From an optimization exercise on the open Yosys and OpenROAD flow, aimed at small area; shortcuts taken in it are not production practice. The RTL was checked by simulation tests, not by an equivalence proof against the original design. Power and IR drop assume default switching activity.

## flow/design.v (module list and top-level ports; edited modules follow where they fit)
// module top: 1930 lines
module  top (clk,reset,data1,data2,data3,data4,data5,data6,data7,data8,data9,data10,data11,data12,data13,data14,data15,data16,data17,data18,data19,data20,
	dataen1,dataen2,dataen3,dataen4,dataen5,dataen6,dataen7,dataen8,dataen9,dataen10,dataen11,dataen12,dataen13,dataen14,dataen15,dataen16,dataen17,dataen18,dataen19,dataen20,
	datao1,datao2,datao3,datao4,datao5,datao6,datao7,datao8,datao9,datao10,datao11,datao12,datao13,datao14,datao15,datao16,datao17,datao18,datao19,datao20);
  // ...
==> flow/flow/run.sh <==
#!/bin/bash
# The standard layout (standard.sh) with two changes:
#  - every input and output port is buffered by a sky130_fd_sc_hd__buf_1
#    (buffer_ports otherwise picks clkdlybuf4s50_1, 2.7x larger);
#  - synthesis maps with an area-oriented ABC script (flow/synth_area.tcl, flow/area.abc).
set -euo pipefail
export BUFFER_PORTS_ARGS="-buffer_cell sky130_fd_sc_hd__buf_1"
work=$(pwd)
sed "s#SYNTH_SCRIPT=[^ ]*#SYNTH_SCRIPT=$work/flow/synth_area.tcl#" standard.sh > flow_standard.sh
bash flow_standard.sh > standard.log 2>&1
==> flow/flow/area.abc <==
&get -n
&st
&dch -f
&nf -R 1000 -E 10 -p
&put
&get -n
&st
&dch -f
&nf -R 1000 -E 10 -p
&put
&get -n
&st
&dch -f
&nf -R 1000 -E 10 -p
&put
&get -n
&st
&dch -f
&nf -R 1000 -E 10 -p
&put
==> flow/flow/synth_area.tcl <==
# The standard flow's synthesis script (synth_recipe.tcl, in the work folder) unchanged, except that
# ABC's technology mapping uses the area-oriented script area.abc beside this file.
set ::area_abc_script [file join [file dirname [file normalize [info script]]] area.abc]
proc abc {args} {
  set i [lsearch -exact $args -script]
  if { $i >= 0 } {
    lset args [expr { $i + 1 }] $::area_abc_script
  }
  yosys abc {*}$args
}
source [file join [file dirname [file dirname [file normalize [info script]]]] synth_recipe.tcl]
==> flow/standard.sh <==
#!/bin/bash
# synth_recipe.tcl (not shown) runs the flow's synth.tcl, then flattens the netlist and writes it again
# the make line also repeats each setting of config.mk as NAME=value (left out here)
make -C /OpenROAD-flow-scripts/flow DESIGN_CONFIG=/design/flow/config.mk WORK_HOME=/design/flow/orfs CLKGATE_MAP_FILE= SYNTH_SCRIPT=/design/flow/synth_recipe.tcl "${@:-finish}"
==> flow/config.mk <==
export PLATFORM = sky130hd
export DESIGN_NAME = top
export DESIGN_NICKNAME = top
export VERILOG_FILES = /design/flow/design.v
export SDC_FILE = /design/flow/constraint.sdc
export NUM_CORES = 8
export LEC_CHECK = 0
export CAP_MARGIN = 35
export CELL_PAD_IN_SITES_DETAIL_PLACEMENT = 0
export CELL_PAD_IN_SITES_GLOBAL_PLACEMENT = 0
export CORE_MARGIN = 2
export CORE_UTILIZATION = 65
export CTS_BUF_LIST = sky130_fd_sc_hd__clkbuf_16
export CTS_CLUSTER_DIAMETER = 80
export CTS_CLUSTER_SIZE = 22
export PLACE_DENSITY = 0.75
export SLEW_MARGIN = 35
==> flow/constraint.sdc <==
create_clock -name core_clock -period 8.0 [get_ports {clk}]
set_input_delay 1.6000 -clock core_clock [delete_from_list [all_inputs] [get_ports {clk}]]
set_output_delay 1.6000 -clock core_clock [all_outputs]
set_load 0.01 [all_outputs]
==> flow_metrics.env, run 1 <==
export IMPL_cp_slowest_cell="nor4_1"
export IMPL_yosysMostFrequentCell="edfxtp_1"
export IMPL_critPathCapture="r_datao1_p[13]"
export IMPL_yosysTopAreaCell="edfxtp_1"
export IMPL_ys_seq_area_share_pct=74.2
export IMPL_clock_latency_ns=0.89
export IMPL_fmax_mhz=209
export IMPL_synthTopCellsByCount="edfxtp_1, nand2_1, dfrtp_1, a222oi_1, a22o_1"
export IMPL_drc_errors=0
export IMPL_post_synth_fa_ha_maj_area_fraction_pct=0.0225
export IMPL_via_per_inst=7.53
export IMPL_fin_worst_skew_ns=0.0514
export IMPL_drv_cap=0
export IMPL_min_path_cells=0
export IMPL_min_from="r_data22out3_p[7]"
export IMPL_multi_input_gates=4613
export IMPL_power_switching_mw=15.4
export IMPL_synth_xor_area_share_pct=0
export IMPL_design_die_area_sq_um=175000
export IMPL_critPathBufInv=5
export IMPL_clock_buffers=162
export IMPL_ir_worst_vdd_v=0.000285
export IMPL_cts_max_path_buffers=3
export IMPL_buffer_area_share_pct=5.00
export IMPL_p_leak_nw=47.8
export IMPL_critPathMostFrequentCell="buf_4"
export IMPL_cts_setup_buffers=0
export IMPL_post_route_min_period_ns=4.79
export IMPL_status="finished clean"
export IMPL_antenna_found_initial=64
export IMPL_crit_path_max_incr_delay_ns=0.73
export IMPL_crit_path_end_kind="flip-flop"
export IMPL_switching_share_pct=36.1
export IMPL_multi_input_area_share_pct=22.3
export IMPL_tritoncts="done"
export IMPL_placed_area_sq_um=121000
export IMPL_dieHeight_um=418
export IMPL_fin_tns_setup_ns=0
export IMPL_regToRegStartpoint="r_data43out1_a[4]"
export IMPL_area_dominant_class="sequential cells"
export IMPL_drt_iter0_drc=21400
export IMPL_fin_total_pwr_mw=42.7
export IMPL_reg2reg_to="r_data33out1_p[3]"
==> inputs of run 2 (changes only) <==
--- a/flow/config.mk
+++ b/flow/config.mk
@@ -13,4 +13,4 @@
 export CTS_BUF_LIST = sky130_fd_sc_hd__clkbuf_16
-export CTS_CLUSTER_DIAMETER = 80
-export CTS_CLUSTER_SIZE = 22
+export CTS_CLUSTER_DIAMETER = 90
+export CTS_CLUSTER_SIZE = 25
 export PLACE_DENSITY = 0.75
==> run 2 against run 1 <==
  * Still clean
  * Count of clock-buffer cells in the layout fell by 17
  * Clock power is 6.8% lower
  * Synthesized area is the same
  * Combinational power is essentially flat
  * Die area stayed put
  * Clock skew decreased by 0.014 ns
  * Maximum frequency decreased by 3.8%
  * Non-clock buffer count did not move
  * First-iteration DRC count up 1.1%
  * Worst setup slack worse by 0.19 ns
==> flow_metrics.env, run 2 <==
export IMPL_status="finished clean"
export IMPL_synth_xor_area_share_pct=0
export IMPL_clk_pin_slew_worst_paths_ns=0.11
export IMPL_ys_warn_count=1
export IMPL_tightestPinTransition_ns=1.14
export IMPL_worstPathArrival_ns=5.76
export IMPL_drt_iter0_drc=21600
export IMPL_synth_edf_count=1800
export IMPL_synth_seq_cells=3011
export IMPL_final_cell_mix="edfxtp_1, nand2_1, buf_1"
export IMPL_post_route_min_period_ns=4.98
export IMPL_pin_count=1302
export IMPL_p_per_area_nw_per_um2=336
export IMPL_holdBufCountCts=0
export IMPL_cp_start_kind="primary input"
export IMPL_cts_max_path_buffers=3
export IMPL_synth_distinct_cells=60
export IMPL_grt_pass1_wl_mm=622
export IMPL_fp_dieW_um=418
export IMPL_num_vias=88800
export IMPL_post_synth_fa_ha_maj_area_fraction_pct=0.0225
export IMPL_synth_top_cell_area_share_pct=48.5
export IMPL_rsz0062_at_grt="no"
export IMPL_cts_repair_resized=0
export IMPL_fin_worst_skew_ns=0.0371
export IMPL_ir_worst_vdd_v=0.000293
export IMPL_drive_above_1_share_pct=5.63
export IMPL_ant_nets=0
export IMPL_hold_viol=0
export IMPL_crit_fanout=28
export IMPL_fin_tns_setup_ns=0
export IMPL_yosysTopAreaCell="edfxtp_1"
export IMPL_fmax_mhz=201
export IMPL_final_nets=10100
export IMPL_port_buffers=1183
export IMPL_hold_path_class="reg -> reg"
export IMPL_synth_area_leaders="edfxtp_1, dfrtp_1, nand2_1"
export IMPL_synth_area_sq_um=111000
export IMPL_drc_errors=0
export IMPL_yosysMostFrequentCell="edfxtp_1"
export IMPL_rows=151
export IMPL_cp_required_ns=8.78
export IMPL_final_common_cell="edfxtp_1"
export IMPL_design_die_area_sq_um=175000
export IMPL_slew_headroom_pct=23.8
export IMPL_cts_made_buffers=139
export IMPL_finish_utilization_pct=73.7
export IMPL_hpwl_mm=338
export IMPL_dieHeight_um=418
export IMPL_grt_max_degree=171
export IMPL_syn_inst=7880
export IMPL_grt_pass1_vias=80900
export IMPL_area_growth_pct=12.3
export IMPL_antenna_found_initial=70
export IMPL_gp_congestion=1.05
export IMPL_layout_setup_ws_ns=3.02
export IMPL_first_pass_iters=22
export IMPL_place_ws_ns=2.20
export IMPL_p_leak_nw=47.5
export IMPL_final_max_slew_viol_count=0
export IMPL_synth_top_family_by_area="compound AO/OA/AOI/OAI gates"
export IMPL_setup_viol=0
export IMPL_detail_route_wl_per_cell_um=39.1
export IMPL_final_cells=11800
export IMPL_ys_seq_area_share_pct=74.2
export IMPL_dp_cells=11500
export IMPL_cts_root_buffer_cell="clkbuf_16"
export IMPL_via_per_inst=7.51
export IMPL_synth_compound_area_share_pct=14.3
export IMPL_grt_util_all_layers_pct=51.8
export IMPL_drv_cap=0
export IMPL_async_reset_ff_share_pct=29.4
export IMPL_initial_core_util_pct=65.6
export IMPL_critPathKind="in -> reg"
export IMPL_core_area_sq_um=170000
export IMPL_crit_path_end_kind="flip-flop"
export IMPL_routed_wl_mm=462
export IMPL_fin_crit_sh_pct=62.2
export IMPL_cts_num_sinks=3011
export IMPL_fin_total_pwr_mw=42.1
export IMPL_grt_ovfl_total=0
export IMPL_tritoncts="done"
export IMPL_avgSynthCellArea_sq_um=14.1
export IMPL_htreeDepth=4
export IMPL_synthSimpleGateAreaFrac_pct=9.92
export IMPL_cts_setup_buffers=0
export IMPL_synthFlopType="edfxtp_1"
export IMPL_synthMuxAreaShare_pct=0.00898
export IMPL_clock_latency_ns=0.86
export IMPL_synthTopCellsByCount="edfxtp_1, nand2_1, dfrtp_1, a222oi_1, a22o_1"
-- run 2: cell counts after synthesis --
No cell type changed its count.
-- run 2: stage by stage --
| stage | cell area, sq um | hold WS, ns |
|---|---|---|
| detailed placement | 121000 | 0.405 |
| global placement | 120000 | 0.404 |
| CTS | 125000 | 0.415 |
| finish | 125000 | 0.403 |
| global route | 125000 | 0.425 |
| floorplan | 112000 | 0.400 |
-- run 2: power by group --
part / switching, mW / total [mW] / internal, mW
Combinational: 6.85 / 10.0 / 3.19
Sequential: 3.44 / 23.7 / 20.3
Clock: 4.93 / 8.27 / 3.35
Total: 15.2 / 42.1 / 26.8
-- run 2: layout make-up --
type                       count  area (sq um)
inverter                     241           927
clock inverter               112           484
clock buffer                 145          3630
fill                       10700         44700
timing repair buffer        1402          6300
sequential                  3011         82700
tap                         2218          2780
antenna                       79           198
multi-input combinational   4613         28100
-- run 2: path summary, 6_finish.rpt --
path	startpoint	cells after the start	slack [ns]	endpoint
setup / recovery	data1[22]	12	3.02	r_datao1_p[20]
hold / removal	r_data24out3_p[2]	0	0.40	r_data34out3_p[2]
setup reg to reg	r_data43out1_a[4]	9	3.37	r_data33out8_p[3]
hold reg to reg	r_data24out3_p[2]	0	0.40	r_data34out3_p[2]
max in group asynchronous	reset	3	5.27	r_datao8_p[2]
min in group asynchronous	reset	1	0.81	r_data12out3_a[2]
-- run 2: logic make-up after synthesis --
kind of cell | after synthesis
compound gates | 1890
fa+ha+maj | 2
buf+inv | 353
flops | 3011
mux | 1
other cells | 1
simple gates | 2622
-- run 2: layer usage --
layer | share of wire [%] | vias up | routed length [um] | GRT usage, %
li1 | - | 34000 | - | -
met1 | 30 | 42600 | 141000 | 65.0
met2 | 42 | 10000 | 195000 | 73.5
met3 | 16 | 2191 | 75800 | 17.2
met4 | 11 | 42 | 49500 | 42.7
met5 | 0.11 | - | 524 | 1.17
-- run 2: critical path, cell delays in order --
cell	delay, ns
buf_1	0.10
nor4_1	0.73
nand2_1	0.29
or2_0	0.28
buf_4	0.25
nor3_2	0.14
buf_4	0.35
o21ai_0	0.30
a21o_1	0.54
nor2_1	0.70
buf_4	0.32
a22o_1	0.16
==> inputs of run 3 (changes only) <==
--- a/flow/config.mk
+++ b/flow/config.mk
@@ -15,2 +15,3 @@
 export CTS_CLUSTER_SIZE = 25
+export GPL_TIMING_DRIVEN = 0
 export PLACE_DENSITY = 0.75
==> run 3 against run 2 <==
  * Critical path depth down 2
  * Largest cell class unchanged
  * Still clean on timing, DRC and antenna
  * Largest power group unchanged
  * Synthesized area unchanged
  * Register-to-register slack worse by 0.39 ns
  * Count of clock-buffer cells in the layout up 3
  * Worst hold slack better by 0.016 ns
  * Die area unchanged
  * Global-route usage up 0.50 points
  * Power up 1.3%
  * Clock skew up 0.0032 ns
==> flow_metrics.env, run 3 <==
export IMPL_synth_seq_cells=3011
export IMPL_status="finished clean"
export IMPL_post_route_min_period_ns=5.23
export IMPL_first_pass_iters=21
export IMPL_p_per_area_nw_per_um2=331
export IMPL_hold_viol=0
export IMPL_critPathKind="in -> reg"
export IMPL_area_growth_pct=15.6
export IMPL_clk_pin_slew_worst_paths_ns=0.10
export IMPL_syn_inst=7880
export IMPL_final_common_cell="edfxtp_1"
export IMPL_synth_top_family_by_area="compound AO/OA/AOI/OAI gates"
export IMPL_port_buffers=1183
export IMPL_rows=151
export IMPL_gp_congestion=1.04
export IMPL_routed_wl_mm=466
export IMPL_final_cell_mix="edfxtp_1, nand2_1, buf_1"
export IMPL_avgSynthCellArea_sq_um=14.1
export IMPL_cts_num_sinks=3011
export IMPL_reg2regPathDepth=13
export IMPL_num_vias=90500
export IMPL_dieHeight_um=418
export IMPL_cts_max_path_buffers=3
export IMPL_setup_viol=0
export IMPL_p_leak_nw=49.2
export IMPL_cp_required_ns=8.72
export IMPL_yosysTopAreaCell="edfxtp_1"
export IMPL_drive_above_1_share_pct=8.49
export IMPL_crit_path_end_kind="flip-flop"
export IMPL_synthMuxAreaShare_pct=0.00898
export IMPL_cts_made_buffers=140
export IMPL_grt_util_all_layers_pct=52.3
export IMPL_holdBufCountCts=0
export IMPL_min_path_cells=0
export IMPL_initial_core_util_pct=65.6
export IMPL_worstPathArrival_ns=5.95
export IMPL_critPathMostFrequentCell="nor2_4"
export IMPL_synthSimpleGateAreaFrac_pct=9.92
export IMPL_hpwl_mm=345
export IMPL_yosysMostFrequentCell="edfxtp_1"
export IMPL_ant_nets=0
export IMPL_synth_edf_count=1800
export IMPL_fin_tns_setup_ns=0
export IMPL_fin_crit_sh_pct=65.4
export IMPL_pin_count=1302
export IMPL_slew_headroom_pct=25.9
export IMPL_synthTopCellsByCount="edfxtp_1, nand2_1, dfrtp_1, a222oi_1, a22o_1"
export IMPL_crit_fanout=31
export IMPL_fin_total_pwr_mw=42.6
export IMPL_grt_max_degree=34
export IMPL_antenna_found_initial=83
export IMPL_ys_seq_area_share_pct=74.2
export IMPL_grt_ovfl_total=0
export IMPL_synth_area_sq_um=111000
export IMPL_ir_worst_vdd_v=0.000290
export IMPL_final_max_slew_viol_count=0
export IMPL_synth_area_leaders="edfxtp_1, dfrtp_1, nand2_1"
export IMPL_cp_slowest_cell="nor4_1"
export IMPL_hold_path_class="reg -> reg"
export IMPL_tightestPinTransition_ns=1.11
export IMPL_final_nets=10200
export IMPL_via_per_inst=7.52
export IMPL_fmax_mhz=191
export IMPL_synth_top_cell_area_share_pct=48.5
export IMPL_grt_pass1_vias=82200
export IMPL_clock_latency_ns=0.85
export IMPL_fillCellCount=10400
export IMPL_fin_worst_skew_ns=0.0403
export IMPL_fp_dieW_um=418
export IMPL_rsz0062_at_grt="no"
export IMPL_synth_compound_area_share_pct=14.3
export IMPL_synthFlopType="edfxtp_1"
export IMPL_synth_distinct_cells=60
export IMPL_drt_iter0_drc=21600
export IMPL_cts_repair_resized=0
export IMPL_detail_route_wl_per_cell_um=38.7
export IMPL_design_die_area_sq_um=175000
export IMPL_crit_chain="buf_1, nor4_1, clkinv_2, nor2_1, nand2_2, nor2_4, a32o_1, a211o_2, nor2_4, a22o_1"
export IMPL_ys_warn_count=1
export IMPL_synth_xor_area_share_pct=0
export IMPL_core_area_sq_um=170000
export IMPL_cts_setup_buffers=0
export IMPL_drv_cap=0
export IMPL_cts_root_buffer_cell="clkbuf_16"
export IMPL_async_reset_ff_share_pct=29.4
export IMPL_tritoncts="done"
export IMPL_drc_errors=0
export IMPL_post_synth_fa_ha_maj_area_fraction_pct=0.0225
export IMPL_cp_start_kind="primary input"
export IMPL_grt_pass1_wl_mm=629
export IMPL_htreeDepth=4
export IMPL_crit_path_max_incr_delay_ns=0.74
## run 3: cell counts after synthesis
Identical to the previous run, type by type.
## run 3: worst max-delay path: cells and delay by family
kind,cells,cell delay (ns)
buffers and inverters,2,0.88
AO/OA/AOI/OAI,3,0.97
AND/OR/NAND/NOR,5,2.47
## run 3: kinds of logic after synthesis
group,count (synthesis)
adders and majority gates,2
muxes,1
AOI/OAI and AO/OA,1890
buffers and inverters,353
and+or+nand+nor,2622
other,1
DFF,3011
## run 3: final timing paths
kind | from | to | slack [ns]
worst max-delay path | data4[22] | r_datao4_p[8] | 2.77
worst min-delay path | r_data33out3_p[23] | r_data43out3_p[23] | 0.42
worst max register to register | r_data14out3_a[5] | r_data24out3_a[0] | 2.98
worst min register to register | r_data33out3_p[23] | r_data43out3_p[23] | 0.42
max in group asynchronous | reset | r_datao10_p[11] | 4.55
min in group asynchronous | reset | r_datao1_p[12] | 0.76
## run 3: cell type report
class | count | area, sq um | area share (%)
flip-flops and latches | 3011 | 82700 | 64.2
multi-input cells | 4613 | 28700 | 22.3
repair buffers | 1464 | 8390 | 6.51
clock buffers | 148 | 3700 | 2.87
well taps | 2218 | 2780 | 2.15
inverters | 241 | 931 | 0.722
plain buffers | 112 | 841 | 0.652
clock inverters | 113 | 509 | 0.395
diodes | 119 | 298 | 0.231
## run 3: routing by layer
layer / part of all wire, % / up-vias / global-route usage (%)
met5: 0.066 / - / 0
met4: 10 / 38 / 42.4
met3: 16 / 2314 / 17.9
met2: 43 / 10300 / 75.2
met1: 30 / 43400 / 64.8
li1: - / 34400 / -
## run 3: report_power, final
| part | internal, mW | switching (mW) |
|---|---|---|
| Clock | 3.42 | 4.97 |
| Sequential | 20.3 | 3.39 |
| Combinational | 3.48 | 7.06 |
## run 3: through the flow
step	hold WS, ns	util [%]	cells	area (sq um)	setup slack, ns
2_1_floorplan	0.400	-	7977	112000	0.0602
3_3_place_gp	0.403	70.1	11400	119000	-40.84
3_5_place_dp	0.405	73.2	11700	124000	2.10
4_1_cts	0.412	75.7	11900	129000	2.95
5_1_grt	0.426	75.7	12000	129000	2.67
6_report	0.419	75.9	12000	129000	2.77
==> inputs of run 4 (changes only) <==
--- a/flow/config.mk
+++ b/flow/config.mk
@@ -7,3 +7,3 @@
 export LEC_CHECK = 0
-export CAP_MARGIN = 35
+export CAP_MARGIN = 25
 export CELL_PAD_IN_SITES_DETAIL_PLACEMENT = 0
@@ -15,4 +15,3 @@
 export CTS_CLUSTER_SIZE = 25
-export GPL_TIMING_DRIVEN = 0
 export PLACE_DENSITY = 0.75
-export SLEW_MARGIN = 35
+export SLEW_MARGIN = 25
==> run 4 against run 3 <==
  * Still clean on timing, DRC and antenna
  * Clock power down 0.7%
  * Register-to-register slack better by 0.35 ns
  * First-iteration DRC count down 2.1%
  * Highest routed layer unchanged
  * Sequential cell count unchanged
==> flow_metrics.env, run 4 <==
export IMPL_status="finished clean"
export IMPL_grt_pass1_wl_mm=624
export IMPL_cp_startpoint="data1[21]"
export IMPL_synth_distinct_cells=60
export IMPL_clk_pin_slew_worst_paths_ns=0.11
export IMPL_area_growth_pct=12.2
export IMPL_tightestPinTransition_ns=1.19
export IMPL_ys_warn_count=1
export IMPL_tritoncts="done"
export IMPL_regToRegStartpoint="r_data43out1_a[4]"
export IMPL_post_route_min_period_ns=4.98
export IMPL_dp_cells=11500
export IMPL_port_buffers=1183
export IMPL_final_cells=11800
export IMPL_async_reset_ff_share_pct=29.4
export IMPL_cts_num_sinks=3011
export IMPL_reg2reg_to="r_data33out5_p[10]"
export IMPL_antenna_found_initial=67
export IMPL_dieHeight_um=418
export IMPL_min_path_cells=0
export IMPL_grt_pass1_vias=81100
export IMPL_drt_iter0_drc=21100
export IMPL_htreeDepth=4
export IMPL_first_pass_iters=22
export IMPL_cts_root_buffer_cell="clkbuf_16"
export IMPL_fin_crit_sh_pct=62.2
export IMPL_pin_count=1302
export IMPL_worstPathArrival_ns=5.76
export IMPL_initial_core_util_pct=65.6
export IMPL_synthTopCellsByCount="edfxtp_1, nand2_1, dfrtp_1, a222oi_1, a22o_1"
export IMPL_reg2regPathDepth=9
export IMPL_critPathCapture="r_datao1_p[13]"
export IMPL_hold_path_class="reg -> reg"
export IMPL_synthFlopType="edfxtp_1"
export IMPL_rows=151
export IMPL_synth_area_leaders="edfxtp_1, dfrtp_1, nand2_1"
export IMPL_yosysTopAreaCell="edfxtp_1"
export IMPL_final_cell_mix="edfxtp_1, nand2_1, buf_1"
export IMPL_grt_util_all_layers_pct=52.0
export IMPL_p_per_area_nw_per_um2=337
export IMPL_ant_nets=0
export IMPL_cts_made_buffers=139
export IMPL_gp_congestion=1.05
export IMPL_avgSynthCellArea_sq_um=14.1
export IMPL_yosysMostFrequentCell="edfxtp_1"
export IMPL_routed_wl_mm=464
export IMPL_synth_seq_cells=3011
export IMPL_fin_tns_setup_ns=0
export IMPL_ir_worst_vdd_v=0.000264
export IMPL_rrSetupSlack_ns=3.33
export IMPL_cp_start_kind="primary input"
export IMPL_core_area_sq_um=170000
export IMPL_rsz0062_at_grt="no"
export IMPL_critPathKind="in -> reg"
export IMPL_cts_max_path_buffers=3
export IMPL_via_per_inst=7.52
export IMPL_grt_ovfl_total=0
export IMPL_p_leak_nw=47.5
export IMPL_drv_cap=0
export IMPL_cts_setup_buffers=0
export IMPL_cp_required_ns=8.79
export IMPL_cts_repair_resized=0
export IMPL_synth_top_cell_area_share_pct=48.5
export IMPL_ys_seq_area_share_pct=74.2
export IMPL_hold_viol=0
export IMPL_finish_utilization_pct=73.6
export IMPL_fp_dieW_um=418
export IMPL_hold_ws_ns=0.410
export IMPL_fin_worst_skew_ns=0.0338
export IMPL_fmax_mhz=201
export IMPL_crit_path_end_kind="flip-flop"
export IMPL_crit_fanout=28
export IMPL_final_nets=10100
export IMPL_hpwl_mm=339
export IMPL_setup_viol=0
export IMPL_design_die_area_sq_um=175000
export IMPL_drive_above_1_share_pct=5.33
export IMPL_grt_max_degree=171
export IMPL_final_max_slew_viol_count=0
export IMPL_synth_edf_count=1800
export IMPL_syn_inst=7880
export IMPL_synth_area_sq_um=111000
export IMPL_num_vias=89100
export IMPL_drc_errors=0
export IMPL_detail_route_wl_per_cell_um=39.2
export IMPL_final_common_cell="edfxtp_1"
export IMPL_slew_headroom_pct=20.4
export IMPL_clock_latency_ns=0.87
export IMPL_holdBufCountCts=0
run 4: kinds of logic (layout without fill, tap and decap cells):
group / after synthesis / in the layout / synth area share [%]
adders and majority gates: 2 / 2 / 0.0224
AOI/OAI and AO/OA: 1890 / 1890 / 14.3
muxes: 1 / 1 / 0.00898
other: 1 / 202 / 0.00336
buffers and inverters: 353 / 1901 / 1.57
DFF: 3011 / 3011 / 74.2
and+or+nand+nor: 2622 / 2622 / 9.92
run 4: final cells by class:
class	count	area (sq um)
well taps	2218	2780
flip-flops and latches	3011	82700
fillers	10900	44800
inverters	241	911
clock buffers	146	3650
diodes	104	260
clock inverters	112	492
multi-input cells	4613	28000
repair buffers	1402	6280
run 4: worst min-delay path by stage:
stage | start | to | slack, ns
finish | r_data24out3_p[2] | r_data34out3_p[2] | 0.41
global route | r_data24out3_p[2] | r_data34out3_p[2] | 0.42
CTS | r_data24out3_p[2] | r_data34out3_p[2] | 0.42
detailed placement | r_data24out3_p[21] | r_data34out3_p[21] | 0.40
global placement | r_data22out3_p[8] | r_data32out3_p[8] | 0.40
floorplan | r_data22out3_p[0] | r_data32out3_p[0] | 0.40
run 4: critical path, cell delays in order:
cell	delay (ns)
buf_1	0.09
nor4_1	0.72
nand2_1	0.28
or2_0	0.27
buf_4	0.24
nor3_2	0.14
buf_4	0.35
o21ai_0	0.32
a21o_1	0.54
nor2_1	0.71
buf_4	0.32
a22o_1	0.16
run 4: metal layers:
layer | routed length (um) | global-route usage (%) | up-vias
met1 | 142000 | 65.0 | 42800
met5 | 342 | 0 | -
met4 | 48300 | 42.3 | 38
met3 | 76400 | 17.6 | 2210
met2 | 197000 | 74.1 | 10100
li1 | - | - | 34000
run 4: per-stage QoR:
stage | worst slack [ns] | power, mW | area (sq um)
detailed placement | 1.90 | 33.2 | 120000
global route | 2.74 | 42.8 | 125000
floorplan | 0.0602 | 27.3 | 112000
global placement | 2.10 | 32.7 | 120000
CTS | 2.81 | 41.2 | 125000
finish | 3.02 | 42.1 | 125000
run 4: where the power goes:
group / leakage [nW] / switching [mW] / internal (mW)
Clock: 2.39 / 4.96 / 3.37
Combinational: 14.4 / 6.85 / 3.19
Sequential: 30.6 / 3.44 / 20.3
Total: 47.5 / 15.3 / 26.9
==> inputs of run 5 (changes only) <==
--- a/flow/config.mk
+++ b/flow/config.mk
@@ -15,2 +15,3 @@
 export CTS_CLUSTER_SIZE = 25
+export GPL_ROUTABILITY_DRIVEN = 0
 export PLACE_DENSITY = 0.75
==> run 5 against run 4 <==
  * Via count fell by 0.89%
  * Critical endpoint is now r_datao5_p[23]
  * Sequential power about the same
  * Sequential cell count stayed put
  * Highest routed layer unchanged
  * Still clean on timing, DRC and antenna
  * Register-to-register slack got worse by 0.02 ns
  * Critical path type unchanged
  * Maximum frequency is 0.36% lower
  * Synthesized cell count is the same
==> flow_metrics.env, run 5 <==
export IMPL_status="finished clean"
export IMPL_yosysTopAreaCell="edfxtp_1"
export IMPL_comb_power_share_pct=23.7
export IMPL_worstPathArrival_ns=5.76
export IMPL_crit_path_max_incr_delay_ns=0.87
export IMPL_p_int_mw=26.9
export IMPL_placed_area_sq_um=120000
export IMPL_drv_cap=0
export IMPL_port_buffers=1183
export IMPL_cp_start_kind="primary input"
export IMPL_clk_pin_slew_worst_paths_ns=0.10
export IMPL_grt_pass1_wl_mm=598
export IMPL_drc_errors=0
export IMPL_reg2reg_to="r_data51out5_a[0]"
export IMPL_holdBufCountCts=0
export IMPL_drt_iter0_drc=22300
export IMPL_initial_core_util_pct=65.6
export IMPL_rrSetupSlack_ns=3.31
export IMPL_reg2regPathDepth=10
export IMPL_cts_repair_resized=0
export IMPL_p_leak_nw=47.4
export IMPL_dp_cells=11500
export IMPL_hpwl_mm=322
export IMPL_regToRegStartpoint="r_data41out3_a[0]"
export IMPL_ir_worst_vdd_v=0.000221
export IMPL_routed_wl_mm=444
export IMPL_htreeDepth=4
export IMPL_cts_made_buffers=139
export IMPL_first_pass_iters=17
export IMPL_cp_depth=8
export IMPL_fin_crit_sh_pct=62.4
export IMPL_slew_headroom_pct=17.0
export IMPL_fillCellCount=11200
export IMPL_core_area_sq_um=170000
export IMPL_detail_route_wl_per_cell_um=37.6
export IMPL_final_cell_mix="edfxtp_1, nand2_1, buf_1"
export IMPL_cts_setup_buffers=0
export IMPL_synthFlopType="edfxtp_1"
export IMPL_hold_viol=0
export IMPL_grt_max_degree=156
export IMPL_design_die_area_sq_um=175000
export IMPL_final_cells=11800
export IMPL_synth_seq_cells=3011
export IMPL_power_switching_mw=15.1
export IMPL_synthTopCellsByCount="edfxtp_1, nand2_1, dfrtp_1, a222oi_1, a22o_1"
export IMPL_tritoncts="done"
export IMPL_synth_edf_count=1800
export IMPL_post_route_min_period_ns=4.99
export IMPL_async_reset_ff_share_pct=29.4
export IMPL_ys_seq_area_share_pct=74.2
export IMPL_fp_dieW_um=418
export IMPL_grt_util_all_layers_pct=49.6
export IMPL_crit_chain="buf_1, or4_1, nor4_2, and3_1, nor3b_1, o21a_1, a221o_1, a22o_1"
export IMPL_yosysMostFrequentCell="edfxtp_1"
export IMPL_antenna_found_initial=66
export IMPL_cts_max_path_buffers=3
export IMPL_pin_count=1302
export IMPL_via_per_inst=7.47
export IMPL_tightestPinTransition_ns=1.24
export IMPL_cp_required_ns=8.77
export IMPL_final_max_slew_viol_count=0
export IMPL_crit_fanout=26
export IMPL_hold_path_class="reg -> reg"
export IMPL_avgSynthCellArea_sq_um=14.1
export IMPL_synth_top_cell_area_share_pct=48.5
export IMPL_crit_path_end_kind="flip-flop"
export IMPL_critPathKind="in -> reg"
export IMPL_num_vias=88300
export IMPL_area_growth_pct=12.2
export IMPL_fin_tns_setup_ns=0
export IMPL_ys_warn_count=1
export IMPL_critPathBufInv=1
export IMPL_final_nets=10100
export IMPL_critPathCapture="r_datao5_p[23]"
export IMPL_pwr_share_clk_pct=19.7
export IMPL_grt_pass1_vias=78800
export IMPL_cts_root_buffer_cell="clkbuf_16"
export IMPL_synth_area_leaders="edfxtp_1, dfrtp_1, nand2_1"
export IMPL_crit_family="simple AND/OR/NAND/NOR gates"
export IMPL_cts_num_sinks=3011
export IMPL_clock_latency_ns=0.85
export IMPL_setup_viol=0
export IMPL_fin_worst_skew_ns=0.0295
export IMPL_p_per_area_nw_per_um2=336
export IMPL_fmax_mhz=200
export IMPL_syn_inst=7880
export IMPL_ant_nets=0
export IMPL_seq_power_share_pct=56.5
export IMPL_synth_distinct_cells=60
export IMPL_rsz0062_at_grt="no"
export IMPL_rows=151
export IMPL_dieHeight_um=418
export IMPL_grt_ovfl_total=0
export IMPL_cp_slowest_cell="o21a_1"
export IMPL_final_common_cell="edfxtp_1"
export IMPL_finalInstanceArea_sq_um=125000
export IMPL_switching_share_pct=36.0
export IMPL_synth_area_sq_um=111000
export IMPL_drive_above_1_share_pct=5.24
export IMPL_cp_startpoint="data5[21]"
## run 5: cell counts after synthesis
No cell type changed its count.
## run 5: kinds of logic (layout without fill, tap and decap cells)
kind of cell | count (synthesis) | after routing | share of synthesized area (%)
fa+ha+maj | 2 | 2 | 0.0224
simple gates | 2622 | 2622 | 9.92
compound gates | 1890 | 1890 | 14.3
flops | 3011 | 3011 | 74.2
other cells | 1 | 192 | 0.00336
mux | 1 | 1 | 0.00898
buf+inv | 353 | 1881 | 1.57
## run 5: worst min-delay path by stage
stage | from | endpoint | slack (ns) | cells past startpoint
floorplan | r_data22out3_p[0] | r_data32out3_p[0] | 0.40 | 0
global placement | r_data33out3_p[3] | r_data43out3_p[3] | 0.40 | 0
detailed placement | r_data22out3_p[21] | r_data32out3_p[21] | 0.40 | 0
CTS | r_data22out3_p[22] | r_data32out3_p[22] | 0.42 | 0
global route | r_data22out3_p[9] | r_data32out3_p[9] | 0.43 | 0
finish | r_data22out3_p[21] | r_data32out3_p[21] | 0.42 | 0
## run 5: cell type report
| class | instances | area, sq um | share of cell area (%) |
|---|---|---|---|
| flip-flops and latches | 3011 | 82700 | 66.2 |
| multi-input cells | 4613 | 28000 | 22.4 |
| repair buffers | 1385 | 6210 | 4.97 |
| clock buffers | 146 | 3650 | 2.92 |
| well taps | 2218 | 2780 | 2.22 |
| inverters | 241 | 908 | 0.727 |
| clock inverters | 109 | 488 | 0.390 |
| diodes | 94 | 235 | 0.188 |
## run 5: power groups by stage
stage	clock (mW)	sequential [mW]	combinational [mW]
6_report	8.28	23.7	9.95
5_1_grt	8.66	23.7	10.4
4_1_cts	8.14	23.4	9.55
3_5_place_dp	0	23.7	9.47
3_3_place_gp	0	23.6	9.18
2_1_floorplan	0	22.5	4.83
## run 5: per-layer routing
layer | global-route usage [%] | wire [um] | up-vias
li1 | - | - | 34000
met1 | 62.5 | 136000 | 42300
met2 | 70.2 | 188000 | 9833
met3 | 17.6 | 75200 | 2171
met4 | 38.9 | 44000 | 62
met5 | 0 | 384 | -
## run 5: metrics by stage
| stage | hold WS [ns] | utilization [%] | worst slack (ns) | total power, mW |
|---|---|---|---|---|
| floorplan | 0.400 | - | 0.0602 | 27.3 |
| global placement | 0.403 | 70.7 | 2.48 | 32.8 |
| detailed placement | 0.405 | 70.9 | 2.29 | 33.1 |
| CTS | 0.421 | 73.3 | 3.16 | 41.1 |
| global route | 0.426 | 73.5 | 2.92 | 42.8 |
| finish | 0.424 | 73.6 | 3.01 | 42.0 |
==> inputs of run 6 (changes only) <==
--- a/flow/config.mk
+++ b/flow/config.mk
@@ -11,3 +11,3 @@
 export CORE_MARGIN = 2
-export CORE_UTILIZATION = 65
+export CORE_UTILIZATION = 70
 export CTS_BUF_LIST = sky130_fd_sc_hd__clkbuf_16
@@ -15,4 +15,3 @@
 export CTS_CLUSTER_SIZE = 25
-export GPL_ROUTABILITY_DRIVEN = 0
-export PLACE_DENSITY = 0.75
+export PLACE_DENSITY = 0.8
 export SLEW_MARGIN = 25
==> run 6 against run 5 <==
  * Sequential share of layout area about the same
  * Synthesized area unchanged
  * Sequential power hardly changed
  * Routed wire length increased by 2.7%
  * Die area fell by 7.1%
  * Critical path depth increased by 5
  * Largest cell class unchanged
  * Maximum frequency shrank 3.3%
  * First-iteration DRC count is 9.1% higher
  * Clock power barely moved
  * Cell count decreased by 0.92%
  * Worst setup slack worse by 0.17 ns
  * Power is 0.35% higher
==> flow_metrics.env, run 6 <==
export IMPL_power_switching_mw=15.3
export IMPL_switching_share_pct=36.2
export IMPL_grt_max_degree=166
export IMPL_routed_wl_mm=456
export IMPL_hpwl_mm=332
export IMPL_fin_total_pwr_mw=42.1
export IMPL_status="finished clean"
export IMPL_core_area_sq_um=158000
export IMPL_crit_chain="buf_1, nor4_1, clkinv_1, buf_4, nor2_1, nand2_1, nor2_1, nand2_1, nor2_1, buf_4, a211o_2, nor2_4, a22o_1"
export IMPL_holdBufCountCts=0
export IMPL_critPathBufInv=4
export IMPL_async_reset_ff_share_pct=29.4
export IMPL_crit_fanout=31
export IMPL_initial_core_util_pct=70.5
export IMPL_cts_num_sinks=3011
export IMPL_final_cell_mix="edfxtp_1, nand2_1, buf_1"
export IMPL_rows=146
export IMPL_rsz0062_at_grt="no"
export IMPL_fin_worst_skew_ns=0.0418
export IMPL_fin_tns_setup_ns=0
export IMPL_fin_crit_sh_pct=64.5
export IMPL_ys_warn_count=1
export IMPL_p_leak_nw=47.5
export IMPL_port_buffers=1183
export IMPL_crit_family="simple AND/OR/NAND/NOR gates"
export IMPL_synth_area_sq_um=111000
export IMPL_hold_viol=0
export IMPL_cp_start_kind="primary input"
export IMPL_ys_seq_area_share_pct=74.2
export IMPL_final_nets=10100
export IMPL_cts_setup_buffers=0
export IMPL_drive_above_1_share_pct=5.39
export IMPL_drv_cap=0
export IMPL_yosysMostFrequentCell="edfxtp_1"
export IMPL_htreeDepth=4
export IMPL_detail_route_wl_per_cell_um=38.9
export IMPL_synth_area_leaders="edfxtp_1, dfrtp_1, nand2_1"
export IMPL_first_pass_iters=20
export IMPL_synthTopCellsByCount="edfxtp_1, nand2_1, dfrtp_1, a222oi_1, a22o_1"
export IMPL_crit_path_max_incr_delay_ns=0.87
export IMPL_slew_headroom_pct=20.3
export IMPL_ir_worst_vdd_v=0.000293
export IMPL_cts_max_path_buffers=3
export IMPL_synth_edf_count=1800
export IMPL_cp_required_ns=8.72
export IMPL_drt_iter0_drc=24300
export IMPL_grt_util_all_layers_pct=55.1
export IMPL_p_int_mw=26.9
export IMPL_synth_seq_cells=3011
export IMPL_synth_top_cell_area_share_pct=48.5
export IMPL_tritoncts="done"
export IMPL_pwr_share_clk_pct=19.7
export IMPL_cp_slowest_cell="nor4_1"
export IMPL_comb_power_share_pct=23.9
export IMPL_worstPathArrival_ns=5.89
export IMPL_area_growth_pct=12.1
export IMPL_grt_pass1_wl_mm=619
export IMPL_clk_pin_slew_worst_paths_ns=0.10
export IMPL_gp_congestion=1.07
export IMPL_critPathKind="in -> reg"
export IMPL_critPathMostFrequentCell="nor2_1"
export IMPL_fp_dieW_um=403
export IMPL_final_common_cell="edfxtp_1"
export IMPL_num_vias=90600
export IMPL_via_per_inst=7.73
export IMPL_avgSynthCellArea_sq_um=14.1
export IMPL_antenna_found_initial=69
export IMPL_tightestPinTransition_ns=1.20
export IMPL_seq_power_share_pct=56.5
export IMPL_fmax_mhz=194
export IMPL_cts_repair_resized=0
export IMPL_dieHeight_um=403
export IMPL_grt_ovfl_total=0
export IMPL_finish_utilization_pct=79.0
export IMPL_cts_root_buffer_cell="clkbuf_16"
export IMPL_drc_errors=0
export IMPL_cts_made_buffers=139
export IMPL_synth_distinct_cells=60
export IMPL_pin_count=1302
export IMPL_syn_inst=7880
export IMPL_design_die_area_sq_um=162000
export IMPL_crit_path_end_kind="flip-flop"
export IMPL_setup_viol=0
export IMPL_post_route_min_period_ns=5.16
export IMPL_grt_pass1_vias=82500
export IMPL_hold_path_class="reg -> reg"
export IMPL_clock_latency_ns=0.84
export IMPL_synthFlopType="edfxtp_1"
export IMPL_p_per_area_nw_per_um2=337
export IMPL_final_max_slew_viol_count=0
export IMPL_yosysTopAreaCell="edfxtp_1"
export IMPL_ant_nets=0
run 6: changes by cell type in the layout (fill, tap and decap cells not counted), moves of 3 or more:
cell / previous run / this run
and3_1: 35 / 39
inv_2: 6 / 9
clkinv_1: 233 / 229
and3_2: 7 / 3
nor2_1: 189 / 185
nor2_2: 13 / 19
buf_2: 0 / 3
buf_4: 181 / 194
inv_1: 97 / 100
nor2b_1: 39 / 42
diode_2: 94 / 111
run 6: cells by family (layout without fill, tap and decap cells):
kind of cell | Yosys count | after routing | synth area share [%]
fa+ha+maj | 2 | 2 | 0.0224
other cells | 1 | 209 | 0.00336
flops | 3011 | 3011 | 74.2
buf+inv | 353 | 1901 | 1.57
simple gates | 2622 | 2622 | 9.92
mux | 1 | 1 | 0.00898
compound gates | 1890 | 1890 | 14.3
run 6: layer usage:
| layer | track usage [%] | share of wire, % | vias to the layer above |
|---|---|---|---|
| met5 | 0.149 | 0.088 | - |
| met4 | 46.0 | 11 | 39 |
| met3 | 20.7 | 18 | 2567 |
| met2 | 77.5 | 42 | 11000 |
| met1 | 68.3 | 29 | 42900 |
| li1 | - | - | 34000 |
run 6: power by group through the flow:
stage / registers [mW] / logic (mW) / clock network (mW)
2_1_floorplan: 22.5 / 4.83 / 0
3_3_place_gp: 23.5 / 8.99 / 0
3_5_place_dp: 23.6 / 9.44 / 0
4_1_cts: 23.4 / 9.56 / 8.12
5_1_grt: 23.7 / 10.4 / 8.63
6_report: 23.8 / 10.0 / 8.28
run 6: metrics by stage:
stage / instances / setup WS, ns / hold slack (ns) / cell area, sq um
final: 11700 / 2.84 / 0.405 / 125000
after global routing: 11600 / 2.62 / 0.420 / 125000
after floorplan: 7977 / 0.0602 / 0.400 / 112000
after global placement: 11300 / 1.82 / 0.404 / 120000
after detailed placement: 11300 / 1.71 / 0.405 / 120000
after CTS: 11600 / 2.50 / 0.418 / 124000
run 6: worst paths after layout:
kind                                     from            endpoint  slack [ns]  cells past startpoint
setup / recovery                    data4[21]       r_datao4_p[7]        2.84                     13
hold / removal             r_data22out3_p[19]  r_data32out3_p[19]        0.40                      0
setup reg to reg            r_data14out3_a[5]   r_data24out3_a[0]        3.11                     12
hold reg to reg            r_data22out3_p[19]  r_data32out3_p[19]        0.40                      0
max in group asynchronous               reset     r_datao16_p[24]        5.33                      3
min in group asynchronous               reset      r_datao6_p[23]        0.91                      1
run 6: layout make-up:
class / instances / area [sq um]
Inverter: 241 / 908
Clock inverter: 112 / 498
Antenna cell: 111 / 278
Multi-Input combinational cell: 4613 / 28000
Timing Repair Buffer: 1403 / 6330
Sequential cell: 3011 / 82700
Clock buffer: 145 / 3630
Tap cell: 2072 / 2590
Fill cell: 9041 / 33300
==> inputs of run 7 (changes only) <==
--- a/flow/config.mk
+++ b/flow/config.mk
@@ -11,7 +11,7 @@
 export CORE_MARGIN = 2
-export CORE_UTILIZATION = 70
-export CTS_BUF_LIST = sky130_fd_sc_hd__clkbuf_16
-export CTS_CLUSTER_DIAMETER = 90
-export CTS_CLUSTER_SIZE = 25
-export PLACE_DENSITY = 0.8
+export CORE_UTILIZATION = 65
+export CTS_BUF_LIST = sky130_fd_sc_hd__clkbuf_8
+export CTS_CLUSTER_DIAMETER = 50
+export CTS_CLUSTER_SIZE = 14
+export PLACE_DENSITY = 0.75
 export SLEW_MARGIN = 25
==> run 7 against run 6 <==
  * Critical path depth down 1
  * Routed wire length increased by 1.5%
  * Highest routed layer unchanged
  * Critical endpoint is now r_datao1_p[13]
  * Clock power rose by 8.8%
  * Final area increased by 0.82%
  * Clock skew rose by 0.022 ns
==> flow_metrics.env, run 7 <==
export IMPL_status="finished clean"
export IMPL_final_cells=12100
export IMPL_worstPathArrival_ns=5.84
export IMPL_async_reset_ff_share_pct=29.4
export IMPL_holdPathEnd="r_data43out3_p[24]"
export IMPL_cts_max_path_buffers=4
export IMPL_gp_congestion=1.05
export IMPL_synthFlopType="edfxtp_1"
export IMPL_cts_num_sinks=3011
export IMPL_core_area_sq_um=170000
export IMPL_hold_path_class="reg -> reg"
export IMPL_crit_path_end_kind="flip-flop"
export IMPL_avgSynthCellArea_sq_um=14.1
export IMPL_drive_above_1_share_pct=6.93
export IMPL_critPathKind="in -> reg"
export IMPL_rrSetupSlack_ns=3.32
export IMPL_clk_pin_slew_worst_paths_ns=0.09
export IMPL_synth_area_leaders="edfxtp_1, dfrtp_1, nand2_1"
export IMPL_switching_share_pct=36.4
export IMPL_seq_power_share_pct=55.5
export IMPL_antenna_found_initial=71
export IMPL_ys_warn_count=1
export IMPL_fin_crit_sh_pct=60.2
export IMPL_rsz0062_at_grt="no"
export IMPL_area_growth_pct=13.0
export IMPL_crit_chain="buf_1, nor4_1, nand2_1, or2_0, buf_4, nor3_2, buf_4, o21ai_0, a21o_1, nor2_1, buf_4, a22o_1"
export IMPL_fmax_mhz=207
export IMPL_ant_nets=0
export IMPL_regToRegStartpoint="r_data43out1_a[4]"
export IMPL_critPathMostFrequentCell="buf_4"
export IMPL_initial_core_util_pct=65.6
export IMPL_fp_dieW_um=418
export IMPL_grt_pass1_vias=82000
export IMPL_dieHeight_um=418
export IMPL_drc_errors=0
export IMPL_grt_util_all_layers_pct=52.0
export IMPL_drv_cap=0
export IMPL_num_vias=89500
export IMPL_crit_path_max_incr_delay_ns=0.78
export IMPL_fin_worst_skew_ns=0.0641
export IMPL_pwr_share_clk_pct=21.1
export IMPL_comb_power_share_pct=23.4
export IMPL_cts_setup_buffers=0
export IMPL_rows=151
export IMPL_yosysMostFrequentCell="edfxtp_1"
export IMPL_synthTopCellsByCount="edfxtp_1, nand2_1, dfrtp_1, a222oi_1, a22o_1"
export IMPL_syn_inst=7880
export IMPL_first_pass_iters=17
export IMPL_final_common_cell="edfxtp_1"
export IMPL_power_switching_mw=15.6
export IMPL_synth_top_cell_area_share_pct=48.5
export IMPL_htreeDepth=5
export IMPL_grt_max_degree=171
export IMPL_setup_viol=0
export IMPL_final_cell_mix="edfxtp_1, nand2_1, buf_1"
export IMPL_final_nets=10200
export IMPL_critPathBufInv=4
export IMPL_tightestPinTransition_ns=1.25
export IMPL_cp_required_ns=9.02
export IMPL_synth_seq_cells=3011
export IMPL_tritoncts="done"
export IMPL_fin_tns_setup_ns=0
export IMPL_ir_worst_vdd_v=0.000240
export IMPL_min_from="r_data33out3_p[24]"
export IMPL_cts_made_buffers=279
export IMPL_pin_count=1302
export IMPL_crit_family="simple AND/OR/NAND/NOR gates"
export IMPL_yosysTopAreaCell="edfxtp_1"
export IMPL_min_path_cells=0
export IMPL_cp_start_kind="primary input"
export IMPL_clock_latency_ns=1.13
export IMPL_cts_root_buffer_cell="clkbuf_8"
export IMPL_ys_seq_area_share_pct=74.2
export IMPL_post_route_min_period_ns=4.82
export IMPL_reg2reg_to="r_data33out1_p[10]"
export IMPL_synth_distinct_cells=60
export IMPL_p_int_mw=27.2
export IMPL_synth_edf_count=1800
export IMPL_via_per_inst=7.41
export IMPL_grt_pass1_wl_mm=625
export IMPL_reg2regPathDepth=9
export IMPL_routed_wl_mm=463
export IMPL_design_die_area_sq_um=175000
export IMPL_drt_iter0_drc=21300
export IMPL_slew_headroom_pct=16.7
export IMPL_final_max_slew_viol_count=0
export IMPL_dp_cells=11500
export IMPL_hold_viol=0
export IMPL_cp_slowest_cell="nor4_1"
export IMPL_p_leak_nw=48.2
export IMPL_synth_area_sq_um=111000
export IMPL_hpwl_mm=339
export IMPL_grt_ovfl_total=0
export IMPL_detail_route_wl_per_cell_um=38.3
export IMPL_crit_fanout=28
export IMPL_holdBufCountCts=0
export IMPL_port_buffers=1183
export IMPL_p_per_area_nw_per_um2=339
export IMPL_cts_repair_resized=0
[run 7: worst max-delay path by stage]
stage | start | to | slack (ns) | depth (start not counted)
5_1_grt | data1[22] | r_datao1_p[20] | 2.93 | 12
2_1_floorplan | data3[21] | r_datao3_a | 0.06 | 8
4_1_cts | data4[21] | r_datao4_p[15] | 3.01 | 9
3_3_place_gp | data4[21] | r_datao4_p[2] | 2.10 | 9
6_report | data1[21] | r_datao1_p[13] | 3.18 | 12
3_5_place_dp | data4[21] | r_datao4_p[17] | 1.90 | 9
[run 7: stage by stage]
| stage | power (mW) | hold WS [ns] | setup slack (ns) | cell area, sq um | util, % |
|---|---|---|---|---|---|
| 3_5_place_dp | 33.2 | 0.405 | 1.90 | 120000 | 70.9 |
| 6_report | 42.7 | 0.426 | 3.18 | 126000 | 74.2 |
| 5_1_grt | 43.5 | 0.430 | 2.93 | 126000 | 74.1 |
| 3_3_place_gp | 32.7 | 0.404 | 2.10 | 120000 | 70.8 |
| 4_1_cts | 41.8 | 0.422 | 3.01 | 126000 | 73.9 |
| 2_1_floorplan | 27.3 | 0.400 | 0.0602 | 112000 | - |
[run 7: cell families (layout without fill, tap and decap cells)]
logic type / Yosys count / after routing / share of synthesized area (%)
flip-flops: 3011 / 3011 / 74.2
AND/OR/NAND/NOR: 2622 / 2622 / 9.92
AO/OA/AOI/OAI: 1890 / 1890 / 14.3
buffers and inverters: 353 / 2125 / 1.57
adder cells (fa/ha/maj): 2 / 2 / 0.0224
other: 1 / 199 / 0.00336
multiplexers: 1 / 1 / 0.00898
[run 7: final cells by class]
class | instances | area, sq um
Timing Repair Buffer | 1401 | 6270
Antenna cell | 101 | 253
Clock inverter | 184 | 935
Clock buffer | 299 | 4120
Multi-Input combinational cell | 4613 | 28000
Tap cell | 2218 | 2780
Sequential cell | 3011 | 82700
Fill cell | 10800 | 43900
Inverter | 241 | 911
[run 7: per-layer routing]
metal | wire (um) | GRT usage (%) | vias to the layer above
li1 | - | - | 34300
met1 | 141000 | 64.8 | 42700
met2 | 195000 | 73.6 | 10100
met3 | 76400 | 18.2 | 2254
met4 | 49900 | 43.2 | 40
met5 | 258 | 0 | -
[run 7: power groups by stage]
stage	clock network (mW)	logic (mW)	registers, mW
after floorplan	0	4.83	22.5
after global placement	0	9.11	23.6
after detailed placement	0	9.50	23.7
after CTS	8.87	9.58	23.4
after global routing	9.43	10.4	23.7
final	9.01	10.0	23.7
[run 7: worst reg2reg max path, stage by stage (launching register included)]
cell     delay, ns
dfrtp_1       0.44
or2_0         0.27
nor4_1        0.61
and3_1        0.46
and2_0        0.34
and3_1        0.44
nor2b_2       0.21
buf_4         0.34
a221o_1       1.01
buf_4         0.39

re-timing with driven ports:
How much do the figures lean on ideal ports? The routed layouts below were timed once more, with nothing changed but the port constraints.
Step 1: set_driving_cell puts a clkbuf_16 on clk and a buf_2 on each other input, an assumption about the parent block.
Step 2 also shifts input and output timing later by t, the mid clock arrival at the registers, as if the neighbouring blocks saw the same clock.
Slacks: ideal / step 1 / step 2; pairs: ideal / step 1.
| run | t (ns) | slack for setup (ns) | hold WS [ns] | worst slew at a driven data input, ns |
|---|---|---|---|---|
| run 1 | 0.959 | 3.209 / 3.283 / 2.324 | 0.420 / 0.420 / 0.420 | 0.19 |
| run 2 | 0.940 | 3.023 / 3.095 / 2.155 | 0.403 / 0.403 / 0.403 | 0.21 |
| run 3 | 0.937 | 2.771 / 2.851 / 1.914 | 0.419 / 0.419 / 0.419 | 0.20 |
| run 4 | 0.956 | 3.024 / 3.101 / 2.144 | 0.410 / 0.410 / 0.410 | 0.21 |
| run 5 | 0.931 | 3.006 / 3.047 / 2.116 | 0.424 / 0.424 / 0.424 | 0.17 |
| run 6 | 0.923 | 2.837 / 2.904 / 1.981 | 0.405 / 0.405 / 0.405 | 0.28 |
| run 7 | 1.188 | 3.180 / 3.251 / 2.063 | 0.426 / 0.426 / 0.426 | 0.22 |
After both steps setup and hold are still met in every run listed. For run 7, which loses most, drivers alone change the setup slack by +0.071 ns; drivers and shift together by -1.117 ns.
